Context: an optimization exercise on an open-source flow, tuned for small area, a short achievable clock period and few clock cycles. The choices shown serve that exercise and are no tape-out recipe. In this exercise RTL edits were held to simulation tests only and were not proved equivalent to the original. Power and IR drop assume default switching activity.

==> flow/design.v (excerpt) <==
module p18240_core (
  input  logic        clock,
  input  logic        reset_L,
  output logic [15:0] mem_addr,
  output logic [15:0] mem_wdata,
  output logic        mem_re,
  output logic        mem_we,
  input  logic [15:0] mem_rdata,
  output logic        halted);
  function automatic logic [16:0] add16(input logic [15:0] a, input logic [15:0] b,
                                        input logic ci);
    logic [16:0] g, p, gn, pn;
    g[0] = ci;
    p[0] = 1'b0;
    for (int i = 0; i < 16; i++) begin
      g[i+1] = a[i] & b[i];
      p[i+1] = a[i] ^ b[i];
    end
    for (int d = 1; d < 17; d = d * 2) begin
      gn = g;
      pn = p;
      for (int j = d; j < 17; j++) begin
        gn[j] = g[j] | (p[j] & g[j-d]);
        pn[j] = p[j] & p[j-d];
      end
      g = gn;
      p = pn;
    end
    for (int i = 0; i < 16; i++)
      add16[i] = a[i] ^ b[i] ^ g[i];
    add16[16] = g[16];
  endfunction
  logic        st_f, st_fw, st_e1, st_e2;    
  logic        halt_q;
  logic [15:0] pc, pc_n, sp, sp_n, t, t_n;
  logic [3:0]  cc;                           
  logic [2:0]  off;                          
  logic        tog, tog_n;                   
  logic [2:0]  k, k_n;                       
  logic        pend, pend_n;                 
  ...
clock: 10.0 ns
lec_check: 0
abc_clock_period_in_ps: 4000
cap_margin: 20
core_margin: 2
core_utilization: 40
place_density: 0.6
setup_slack_margin: 5
slew_margin: 20
run.sh (not shown) runs the stock make flow with config.mk's settings and CLKGATE_MAP_FILE= SYNTH_SCRIPT=/design/flow/synth_recipe.tcl, a recipe that flattens the netlist after the stock synthesis.
Testbench counts at the start, summed over its fixed seeds: cycles 26,823.
Then changed:
--- a/flow/design.v
+++ b/flow/design.v
@@ -130,36 +130,16 @@
   logic [15:0] w [0:7];                      
   logic [7:0]  wv;
   logic [63:0] sg [0:5];                     
   logic [3:0]  sv [0:5];
   logic [15:0] ra, rb, res;
   logic [7:0]  asel, bsel;
   logic        rf_we;
-  logic [7:0] wv_n, asel_n, bsel_n;
-  always_comb begin
-    for (int i = 0; i < 8; i++) begin
-      if (swap && rbk == i[2])
-        wv_n[i] = sv[0][i[1:0]];
-      else if (rf_we && c.a[i])
-        wv_n[i] = 1'b1;
-      else
-        wv_n[i] = wv[i];
-    end
-    if (fetch) begin
-      asel_n = dec.a & wv_n;
-      bsel_n = dec.b & wv_n;
-    end else begin
-      asel_n = asel;
-      bsel_n = (st_e1 & c.to_fw) | (st_e2 & c.e2rd) ? 8'h00 : bsel;
-    end
-  end
-  always_ff @(posedge clock) begin
-    asel <= asel_n;
-    bsel <= bsel_n;
-  end
+  assign asel = c.a & wv;
+  assign bsel = c.b & wv & {8{~st_fw}};
   always_comb begin
     ra = 16'h0000;
     rb = t & {16{st_fw}};
     for (int i = 0; i < 8; i++) begin
       ra = ra | (w[i] & {16{asel[i]}});
       rb = rb | (w[i] & {16{bsel[i]}});
     end
@@ -187,15 +167,20 @@
   always_ff @(posedge clock or negedge reset_L)
     if (~reset_L) begin
       for (int i = 0; i < 6; i++) sv[i] <= 4'h0;
       wv <= 8'h00;
     end else begin
       for (int i = 0; i < 5; i++) sv[i] <= sv[i+1];
       sv[5] <= swap ? wv[{rbk, 2'b00} +: 4] : sv[0];
-      wv <= wv_n;
+      for (int i = 0; i < 8; i++) begin
+        if (swap && rbk == i[2])
+          wv[i] <= sv[0][i[1:0]];
+        else if (rf_we && c.a[i])
+          wv[i] <= 1'b1;
+      end
     end
   logic [15:0] x, y, sum, lres;
   logic        cout, zsum, zres, alu_c, alu_v;
   assign x = ra ^ {16{c.xinv}};
   assign y = (rb & {16{c.yen}}) ^ {16{c.yinv}};
   assign {cout, sum} = add16(x, y, c.cin);
   always_comb begin
Outcome: Core utilization rose by 0.30 points; setup slack is worse by 120 ps; cell area grows by 0.46%; wire length goes up by 2.6%; area after synthesis came out lower by about 0.4%; register-to-register slack gets worse by 160 ps.
Testbench counts after the change, summed over its fixed seeds: cycles 26,823.

---

before:
Another version of the RTL of p18240_core (not shown whole).
For scale: about 2,800 cells after synthesis, roughly 53 I/O pins, ~0.029 mm^2 of cells after synthesis.
Design p18240_core, start of the top module:
module p18240_core (
  input  logic        clock,
  input  logic        reset_L,
  output logic [15:0] mem_addr,
  output logic [15:0] mem_wdata,
  output logic        mem_re,
  output logic        mem_we,
  input  logic [15:0] mem_rdata,
  output logic        halted);
  function automatic logic [16:0] add16(input logic [15:0] a, input logic [15:0] b,
                                        input logic ci);
    logic [16:0] g, p, gn, pn;
    g[0] = ci;
    p[0] = 1'b0;
    for (int i = 0; i < 16; i++) begin
      g[i+1] = a[i] & b[i];
      p[i+1] = a[i] ^ b[i];
    end
    for (int d = 1; d < 17; d = d * 2) begin
      gn = g;
      pn = p;
      for (int j = d; j < 17; j++) begin
        gn[j] = g[j] | (p[j] & g[j-d]);
        pn[j] = p[j] & p[j-d];
      end
      g = gn;
      p = pn;
    end
    for (int i = 0; i < 16; i++)
      add16[i] = a[i] ^ b[i] ^ g[i];
    add16[16] = g[16];
  endfunction
  logic        st_f, st_fw, st_e1, st_e2;    
  logic        halt_q;
  logic [15:0] pc, pc_n, sp, sp_n, t, t_n;
  logic [3:0]  cc;                           
  logic [2:0]  off;                          
  logic        tog, tog_n;                   
  logic [2:0]  k, k_n;                       
  logic        pend, pend_n;                 
  logic        swreq, aligned, swap, rbk;
  logic        fetch, taken;
  typedef struct packed {
    logic [7:0] a, b;        
    logic [2:0] ai;          
    logic one;               
    logic br;                
    logic imm;               
  ...
make LEC_CHECK=0 CAP_MARGIN=20 CORE_MARGIN=2 CORE_UTILIZATION=40 CTS_CLUSTER_DIAMETER=60 CTS_CLUSTER_SIZE=30 PLACE_DENSITY=0.6 SETUP_SLACK_MARGIN=5 SLEW_MARGIN=20 finish   # period 10.0 ns
Testbench counts of before, summed over its fixed seeds: cycles 26,823.
Relative to before, the following input files were edited for after:
-- flow/design.v --
<<< before, line 148
    end
    if (fetch) begin
      asel_n = dec.a & wv_n;
      bsel_n = dec.b & wv_n;
    end else begin
      asel_n = asel;
>>> after, line 148
    end
    if (fetch) begin
      asel_n = (dec.ldr ? dec.b : dec.a) & wv_n;
      bsel_n = (dec.wd_ra ? dec.a : dec.b) & wv_n;
    end else begin
      asel_n = asel;
<<< before, line 246
  assign mem_we = (st_e1 & (c.str | c.push | c.jsr)) | (st_e2 & c.e2we);
  assign mem_re = ~mem_we & ~(st_e1 & c.stop) & ~(st_f & pend & ~aligned);
  logic as_pc, as_br, as_ra, as_rb, as_sp, as_spd, as_t;
  always_ff @(posedge clock or negedge reset_L)
    if (~reset_L)
      {as_pc, as_br, as_ra, as_rb, as_sp, as_spd, as_t} <= 7'b1000000;
    else if (fetch) begin
      as_pc  <= ~(dec.br | dec.str | dec.ldr | dec.pop | dec.rtn | dec.push | dec.jsr);
      as_br  <= dec.br;
      as_ra  <= dec.str;
      as_rb  <= dec.ldr;
      as_sp  <= dec.pop | dec.rtn;
      as_spd <= dec.push | dec.jsr;
>>> after, line 246
  assign mem_we = (st_e1 & (c.str | c.push | c.jsr)) | (st_e2 & c.e2we);
  assign mem_re = ~mem_we & ~(st_e1 & c.stop) & ~(st_f & pend & ~aligned);
  logic as_pc, as_br, as_ra, as_sp, as_spd, as_t;
  always_ff @(posedge clock or negedge reset_L)
    if (~reset_L)
      {as_pc, as_br, as_ra, as_sp, as_spd, as_t} <= 6'b100000;
    else if (fetch) begin
      as_pc  <= ~(dec.br | dec.str | dec.ldr | dec.pop | dec.rtn | dec.push | dec.jsr);
      as_br  <= dec.br;
      as_ra  <= dec.str | dec.ldr;
      as_sp  <= dec.pop | dec.rtn;
      as_spd <= dec.push | dec.jsr;
<<< before, line 262
      as_br  <= 1'b0;
      as_ra  <= 1'b0;
      as_rb  <= 1'b0;
      as_sp  <= 1'b0;
      as_spd <= 1'b0;
>>> after, line 261
      as_br  <= 1'b0;
      as_ra  <= 1'b0;
      as_sp  <= 1'b0;
      as_spd <= 1'b0;
<<< before, line 271
             | ({16{as_br & ~taken}}          & pc_inc)
             | ({16{as_ra}}                   & ra)
             | ({16{as_rb}}                   & rb)
             | ({16{as_sp}}                   & sp)
             | ({16{as_spd}}                  & sp_dec)
             | ({16{as_t}}                    & t);
    mem_wdata = c.wd_ra ? ra : (c.jsr ? pc_inc : rb);
  end
  assign rf_we = (st_e1 & c.wr_a) | (st_fw & c.wr_t);
>>> after, line 269
             | ({16{as_br & ~taken}}          & pc_inc)
             | ({16{as_ra}}                   & ra)
             | ({16{as_sp}}                   & sp)
             | ({16{as_spd}}                  & sp_dec)
             | ({16{as_t}}                    & t);
    mem_wdata = c.jsr ? pc_inc : rb;
  end
  assign rf_we = (st_e1 & c.wr_a) | (st_fw & c.wr_t);
==> comparison <==
after: full flow OK, the timing, DRC and antenna checks passed
Number of buffers inserted to repair setup after CTS went down by more than 10% going from before to after.
after gives less standby leakage power than before did.
Post-route clock period utilization (higher): after
Any difference in post-synthesis instance area between after and before is small enough to ignore.
Going from before to after, met1 global-route usage shrinks by 1.8 points.
Worst setup slack, after and before: lower on after
For before, the endpoint of the worst setup timing path was mem_addr[3], unlike after, where it was mem_addr[11].
[after vs before] global-route met2 utilization: lower in after
Post-cts resize count down about 23% in after wrt before
after vs. before: largest fanout on the critical path went down; post-route minimum period went up; total power went up.
Testbench counts of after, summed over its fixed seeds: cycles 26,823.

[what the ideal ports hide]
How much do the figures lean on ideal ports? The routed layouts below were timed once more, with nothing changed but the port constraints.
Step 1: set_driving_cell puts a clkbuf_16 on clock and a buf_2 on each other input, an assumption about the parent block.
Step 2 moves the port delays by t, midway between the first and last clock arrival at a register: inputs arrive t later, outputs are due t later. That takes back most of the time a late clock gives input paths.
Slacks: ideal ports / drivers / drivers and shift; pairs: ideal ports / drivers.
run	t (ns)	setup WS [ns]	latest minus earliest clock arrival (ns)
the first run of note 1	0.692	4.958 / 4.891 / 4.552	0.045 / 0.044
the second run of note 1	0.679	4.835 / 4.770 / 4.668	0.038 / 0.038
before	0.682	4.905 / 4.837 / 4.576	0.056 / 0.056
after	0.690	4.845 / 4.776 / 4.575	0.058 / 0.058
After both steps every run listed still meets setup and hold. The setup slack of the first run of note 1, which loses most, moves by -0.067 ns with the drivers and by -0.406 ns with both steps.
